Background: an optimization exercise with open tools, aiming at small area, a short achievable clock period and few clock cycles. Do not read the settings as production practice.
Function was checked by simulation only, so behaviour that the tests miss may differ from the original.
Power and IR drop assume default switching activity.

## v6
==> flow/design.v (excerpt) <==
module MyDesign (clock, reset, go, rdAddress, wrAddress, WE, readbus, writebus, overflow, finished);
For scale: ~14000 cells after synthesis, roughly 1100 flip-flops, ~84 I/O pins, ~100000 um^2 of cells after synthesis.
==> module fmul2, before the edit <==
module fmul2 (clock, a, b, en2, z, zn);
input         clock;
input  [31:0] a, b;
input         en2;
output reg [31:0] z;
output     [31:0] zn;       
wire [7:0]  ea = a[30:23], eb = b[30:23];
wire        za = (ea == 8'd0), zb = (eb == 8'd0);
wire        ia = (ea == 8'hff), ib = (eb == 8'hff);
wire        na = ia & (a[22:0] != 23'd0), nb = ib & (b[22:0] != 23'd0);
wire [1:0]  cls = (na | nb | (ia & zb) | (ib & za)) ? 2'd3 :
                  (ia | ib) ? 2'd2 : (za | zb) ? 2'd1 : 2'd0;
wire [47:0] ps, pc;
mant_mul mm (.a({1'b1, a[22:0]}), .b({1'b1, b[22:0]}), .s(ps), .c(pc));
reg [47:0] s1, c1;
wire [9:0]  ek0 = {2'b0, ea} + {2'b0, eb} - 10'd127;
wire [9:0]  ek1 = {2'b0, ea} + {2'b0, eb} - 10'd126;
wire [9:0]  ek2 = {2'b0, ea} + {2'b0, eb} - 10'd125;
wire [2:0]  zk = {ek2[9] | (~ek2[8] & (ek2[7:0] == 8'd0)), ek1[9] | (~ek1[8] & (ek1[7:0] == 8'd0)), ek0[9] | (~ek0[8] & (ek0[7:0] == 8'd0))};
wire [2:0]  ik = {~ek2[9] & (ek2[8] | (ek2[7:0] == 8'hff)), ~ek1[9] & (ek1[8] | (ek1[7:0] == 8'hff)), ~ek0[9] & (ek0[8] | (ek0[7:0] == 8'hff))};
reg [7:0]  x0, x1, x2;
reg [2:0]  zk1, ik1;
reg        sz1;
reg [1:0]  cl1;
always @(posedge clock) begin
	s1 <= ps; c1 <= pc;
	x0 <= ek0[7:0]; x1 <= ek1[7:0]; x2 <= ek2[7:0]; zk1 <= zk; ik1 <= ik;
	sz1 <= a[31] ^ b[31];
	cl1 <= cls;
end
wire [21:0] lsum;
wire        co1;
ksadd #(.N(22)) lo (.a(s1[21:0]), .b(c1[21:0]), .ci(1'b0), .s(lsum), .co(co1));
wire [21:0] zx = (s1[21:0] ^ c1[21:0]) ^ {(s1[20:0] | c1[20:0]), 1'b0};
wire        lz1 = (zx == 22'd0);
wire [25:0] p0, p1;
ksadd2 #(.N(26)) hi (.a(s1[47:22]), .b(c1[47:22]), .s0(p0), .s1(p1));
wire [25:0] p = co1 ? p1 : p0;
wire        n1 = p[25];
wire [23:0] m0 = n1 ? p[25:2] : p[24:1];
wire        g  = n1 ? p[1] : p[0];
wire        st = n1 ? (p[0] | ~lz1) : ~lz1;
wire        up = g & (st | m0[0]);
wire [23:0] mi;
wire        mco;
ksinc #(.N(24)) inc (.a(m0), .ci(up), .s(mi), .co(mco));
wire [22:0] mf = mco ? 23'd0 : mi[22:0];
wire        k2 = n1 & mco, k0 = ~n1 & ~mco, k1 = ~k2 & ~k0;
wire        ez = (k0 & zk1[0]) | (k1 & zk1[1]) | (k2 & zk1[2]);
wire        ei = (k0 & ik1[0]) | (k1 & ik1[1]) | (k2 & ik1[2]);
wire [7:0]  ex = ({8{k0}} & x0) | ({8{k1}} & x1) | ({8{k2}} & x2);
reg  [31:0] zr;
always @(*) begin
	if (cl1 == 2'd3)                       zr = 32'h7fc00000;
	else if (cl1 == 2'd2)                  zr = {sz1, 8'hff, 23'd0};
	else if (cl1 == 2'd1)                  zr = {sz1, 31'd0};
	else if (ez)                           zr = {sz1, 31'd0};
	else if (ei)                           zr = {sz1, 8'hff, 23'd0};
	else                                   zr = {sz1, ex, mf};
end
assign zn = zr;
always @(posedge clock) if (en2) z <= zr;
endmodule
Settings: LEC_CHECK=0, ABC_AREA=1, CAP_MARGIN=30, CORE_MARGIN=2, CORE_UTILIZATION=35, PLACE_DENSITY=0.45, SLEW_MARGIN=30; clock period 30.0 ns.
run.sh (not shown) runs the stock make flow with config.mk's settings and CLKGATE_MAP_FILE= SYNTH_SCRIPT=/design/flow/synth_recipe.tcl, a recipe that flattens the netlist after the stock synthesis.
Testbench counts of v6, summed over its fixed seeds: cycles 9,864.
For v7, these inputs were changed with respect to v6:
diff --git a/flow/design.v b/flow/design.v
--- a/flow/design.v
+++ b/flow/design.v
@@ -31,13 +31,13 @@
 wire [21:0] lsum;
 wire        co1;
 ksadd #(.N(22)) lo (.a(s1[21:0]), .b(c1[21:0]), .ci(1'b0), .s(lsum), .co(co1));
 wire [21:0] zx = (s1[21:0] ^ c1[21:0]) ^ {(s1[20:0] | c1[20:0]), 1'b0};
 wire        lz1 = (zx == 22'd0);
-wire [25:0] p0, p1;
-ksadd2 #(.N(26)) hi (.a(s1[47:22]), .b(c1[47:22]), .s0(p0), .s1(p1));
-wire [25:0] p = co1 ? p1 : p0;
+wire [25:0] p;
+wire        pco;
+ksadd #(.N(26)) hi (.a(s1[47:22]), .b(c1[47:22]), .ci(co1), .s(p), .co(pco));
 wire        n1 = p[25];
 wire [23:0] m0 = n1 ? p[25:2] : p[24:1];
 wire        g  = n1 ? p[1] : p[0];
 wire        st = n1 ? (p[0] | ~lz1) : ~lz1;
 wire        up = g & (st | m0[0]);
==> comparison <==
- Compared with v6, final cell count in v7 decreased by a few percent.
- Looking only at post-synthesis compound-gate area fraction, and setting everything else aside, the lower value of v6 and v7 goes to v6.
- v7 — final-layout worst hold slack 0.0069 ns higher, v6 as reference
- Route | v7 vs v6 | wire shorter in v7
- v6 → v7: layout-stage area growth over the synthesis result has remained practically unchanged; power neither gained nor lost much; number of non-clock buffers rose 15; sequential power comparable; relative area of clock buffers and inverters in the final design neither gained nor lost much.
- Re count of multi-input combinational gates: v6 and v7 aren't equal, and the lower value belongs to v7.
- Diff v6..v7 | tightest slew margin relative to the limit | negligible
- Relative to v6, largest driver fanout on the critical path decreased by 14% in v7.
- v7 ends up with higher final critical-path share of the clock period than v6 does.
Testbench counts of v7, summed over its fixed seeds: cycles 9,864.

the previous run:
MyDesign again, from the RTL that the note above started with.
Settings: LEC_CHECK=0, ABC_AREA=1, CAP_MARGIN=30, CORE_MARGIN=2, CORE_UTILIZATION=35, CTS_CLUSTER_DIAMETER=105, CTS_CLUSTER_SIZE=20, PLACE_DENSITY=0.45, SLEW_MARGIN=30; clock period 30.0 ns.
Testbench counts of the previous run, summed over its fixed seeds: cycles 9,864.
diff inputs: the previous run => the current run
--- a/flow/design.v
+++ b/flow/design.v
@@ -32,11 +32,11 @@
 wire        co1;
 ksadd #(.N(22)) lo (.a(s1[21:0]), .b(c1[21:0]), .ci(1'b0), .s(lsum), .co(co1));
 wire [21:0] zx = (s1[21:0] ^ c1[21:0]) ^ {(s1[20:0] | c1[20:0]), 1'b0};
 wire        lz1 = (zx == 22'd0);
-wire [25:0] p0, p1;
-ksadd2 #(.N(26)) hi (.a(s1[47:22]), .b(c1[47:22]), .s0(p0), .s1(p1));
-wire [25:0] p = co1 ? p1 : p0;
+wire [25:0] p;
+wire        pco;
+ksadd #(.N(26)) hi (.a(s1[47:22]), .b(c1[47:22]), .ci(co1), .s(p), .co(pco));
 wire        n1 = p[25];
 wire [23:0] m0 = n1 ? p[25:2] : p[24:1];
 wire        g  = n1 ? p[1] : p[0];
 wire        st = n1 ? (p[0] | ~lz1) : ~lz1;
- Looking only at power, and setting everything else aside, the lower value of the current run and the previous run goes to the current run.
- Post-layout worst setup margin in the current run is 300 ps lower than in the previous run
- No stage failed in the current run, and the final checks on the layout all came back clean.
- The current run and the previous run ended up with nearly the same post-synthesis share of cell area spent on full adders, half adders and majority gates.
- [the current run] aggregate routed wire length fell about 1.3% relative to the previous run
- Diff the previous run..the current run | final setup TNS | unchanged
- Between the current run and the previous run, the fraction of the mapped netlist area in compound gates is higher for the current run.
- The previous run -> the current run: post-DP HPWL increased slightly
- Reported for the current run and the previous run, count of flip-flops with a built-in enable after synthesis turned out identical to the last digit.
Testbench counts of the current run, summed over its fixed seeds: cycles 9,864.

rev 12:
MyDesign, a different RTL version from the one above (not shown whole).
For scale: ~14,000 cells after synthesis, ~84 I/O pins, ~100,000 µm² of cells after synthesis.
==> flow/config.mk <==
export PLATFORM = sky130hd
export DESIGN_NAME = MyDesign
export DESIGN_NICKNAME = MyDesign
export VERILOG_FILES = /design/flow/design.v
export SDC_FILE = /design/flow/constraint.sdc
export NUM_CORES = 8
export LEC_CHECK = 0
export ABC_AREA = 1
export CAP_MARGIN = 30
export CORE_MARGIN = 2
export CORE_UTILIZATION = 35
export PLACE_DENSITY = 0.45
export SLEW_MARGIN = 30
==> flow/constraint.sdc <==
create_clock -name core_clock -period 30.0 [get_ports {clock}]
set_input_delay 6.0000 -clock core_clock [delete_from_list [all_inputs] [get_ports {clock}]]
set_output_delay 6.0000 -clock core_clock [all_outputs]
set_load 0.01 [all_outputs]
Testbench counts of rev 12, summed over its fixed seeds: cycles 9,928.
#### Input delta (rev 13 over rev 12)
--- a/flow/design.v
+++ b/flow/design.v
@@ -9,30 +9,31 @@
 wire        ia = (ea == 8'hff), ib = (eb == 8'hff);
 wire        na = ia & (a[22:0] != 23'd0), nb = ib & (b[22:0] != 23'd0);
 wire [1:0]  cls = (na | nb | (ia & zb) | (ib & za)) ? 2'd3 :
                   (ia | ib) ? 2'd2 : (za | zb) ? 2'd1 : 2'd0;
 wire [47:0] ps, pc;
 mant_mul mm (.a({1'b1, a[22:0]}), .b({1'b1, b[22:0]}), .s(ps), .c(pc));
-reg [47:0] s1, c1;
+wire [21:0] lsum;
+wire        lco;
+ksadd #(.N(22)) lo (.a(ps[21:0]), .b(pc[21:0]), .ci(1'b0), .s(lsum), .co(lco));
+wire [21:0] zx = (ps[21:0] ^ pc[21:0]) ^ {(ps[20:0] | pc[20:0]), 1'b0};
+wire        lz = (zx == 22'd0);
+reg [25:0] s1, c1;
+reg        co1, lz1;
 reg [9:0]  e1;
 reg        sz1;
 reg [1:0]  cl1;
 always @(posedge clock) begin
-	s1 <= ps; c1 <= pc;
+	s1 <= ps[47:22]; c1 <= pc[47:22]; co1 <= lco; lz1 <= lz;
 	e1 <= {2'b0, ea} + {2'b0, eb} - 10'd127;
 	sz1 <= a[31] ^ b[31];
 	cl1 <= cls;
 end
-wire [21:0] lsum;
-wire        co1;
-ksadd #(.N(22)) lo (.a(s1[21:0]), .b(c1[21:0]), .ci(1'b0), .s(lsum), .co(co1));
-wire [21:0] zx = (s1[21:0] ^ c1[21:0]) ^ {(s1[20:0] | c1[20:0]), 1'b0};
-wire        lz1 = (zx == 22'd0);
 wire [25:0] p;
 wire        pco;
-ksadd #(.N(26)) hi (.a(s1[47:22]), .b(c1[47:22]), .ci(co1), .s(p), .co(pco));
+ksadd #(.N(26)) hi (.a(s1), .b(c1), .ci(co1), .s(p), .co(pco));
 wire        n1 = p[25];
 wire [23:0] m0 = n1 ? p[25:2] : p[24:1];
 wire        g  = n1 ? p[1] : p[0];
 wire        st = n1 ? (p[0] | ~lz1) : ~lz1;
 wire        up = g & (st | m0[0]);
 wire [23:0] mi;
@@ -104,35 +105,19 @@
 reg [7:0]  el1;
 reg        sl1, spf1;
 reg [31:0] spv1;
 always @(posedge clock) begin
 	sum1 <= sum; el1 <= el; sl1 <= sl; spf1 <= spf; spv1 <= spv;
 end
-wire [31:0] lzx = {sum1[26:0], 1'b1, 4'b0000};
-wire [15:0] z1;  wire [15:0] c1z;           
-wire [7:0]  z2;  wire [15:0] c2z;           
-wire [3:0]  z3;  wire [11:0] c3z;           
-wire [1:0]  z4;  wire [7:0]  c4z;           
-genvar gi;
-generate for (gi = 0; gi < 16; gi = gi + 1) begin : l1
-	assign z1[gi]  = ~(lzx[2*gi+1] | lzx[2*gi]);
-	assign c1z[gi] = ~lzx[2*gi+1];
-end
-for (gi = 0; gi < 8; gi = gi + 1) begin : l2
-	assign z2[gi] = z1[2*gi+1] & z1[2*gi];
-	assign c2z[2*gi+1:2*gi] = z1[2*gi+1] ? {1'b1, c1z[2*gi]} : {1'b0, c1z[2*gi+1]};
-end
-for (gi = 0; gi < 4; gi = gi + 1) begin : l3
-	assign z3[gi] = z2[2*gi+1] & z2[2*gi];
-	assign c3z[3*gi+2:3*gi] = z2[2*gi+1] ? {1'b1, c2z[4*gi+1:4*gi]} : {1'b0, c2z[4*gi+3:4*gi+2]};
+reg  [4:0]  lz;
+integer     i;
+always @(*) begin
+	lz = 5'd27;
+	for (i = 0; i <= 26; i = i + 1)
+		if (sum1[i]) lz = 26 - i;
 end
-for (gi = 0; gi < 2; gi = gi + 1) begin : l4
-	assign z4[gi] = z3[2*gi+1] & z3[2*gi];
-	assign c4z[4*gi+3:4*gi] = z3[2*gi+1] ? {1'b1, c3z[6*gi+2:6*gi]} : {1'b0, c3z[6*gi+5:6*gi+3]};
-end endgenerate
-wire [4:0]  lz = z4[1] ? {1'b1, c4z[3:0]} : {1'b0, c4z[7:4]};
 wire [26:0] nl = sum1[26:0] << lz;
 wire [26:0] nr = {sum1[27:2], sum1[1] | sum1[0]};
 wire [26:0] nm = sum1[27] ? nr : nl;
 wire [9:0]  e1 = sum1[27] ? ({2'b0, el1} + 10'd1) : ({2'b0, el1} - {5'd0, lz});
 wire        up = nm[2] & (nm[1] | nm[0] | nm[3]);
 wire [24:0] mr = {1'b0, nm[26:3]} + {24'd0, up};
### Flow results
- Sequential share of layout area ends up lower on rev 13.
- Comparing rev 13 and rev 12, the lower die area was measured on rev 13.
- The static leakage power reported for rev 13 is smaller than that of rev 12 by 7.6%.
- NOTE: number of buffers created by CTS in rev 13 falls short of that of rev 12
- Rev 13 has part of the power in combinational logic above what rev 12 had.
- The worst setup path endpoint comes out XR[1]$_DFFE_PP_ in one run and u_m1.lz1$_DFF_P_ in the other, namely in rev 12 and rev 13 respectively.
- Non-clock buffer count ends up lower on rev 12.
- Between rev 12 and rev 13, the flow reports path length in cells of the critical path decreasing by more than a quarter.
- Rev 12 vs rev 13, startpoint of the most critical setup path: u_m2.s1[8]$_DFF_P_ vs c_sel_M1_b[6]$_SDFF_PN0_
Testbench counts of rev 13, summed over its fixed seeds: cycles 9,928.

-- afterwards: timing with drivers on the ports --
The flow's constraints put no driver on any port. The routed layouts listed below were extracted and timed again, unchanged, in two steps.
Step 1 assumes that a clkbuf_16 drives the clock port and a buf_2 every other input.
Step 2 moves the port delays by t, midway between the first and last clock arrival at a register: inputs arrive t later, outputs are due t later. That takes back most of the time a late clock gives input paths.
a / b / c = no drivers / after step 1 / after step 2; a / b = the first two.
| run | t, ns | setup slack, ns | clock arrival spread, ns |
|---|---|---|---|
| v6 | 0.982 | 21.998 / 21.950 / 21.998 | 0.105 / 0.105 |
| v7 | 0.968 | 21.605 / 21.605 / 21.605 | 0.066 / 0.067 |
| the previous run | 0.984 | 22.046 / 21.935 / 22.055 | 0.089 / 0.089 |
| the current run | 0.949 | 21.747 / 21.747 / 21.747 | 0.106 / 0.106 |
| rev 12 | 0.989 | 21.638 / 21.638 / 21.638 | 0.057 / 0.056 |
| rev 13 | 0.954 | 20.752 / 20.752 / 20.752 | 0.088 / 0.088 |
After both steps setup and hold are still met in every run listed.
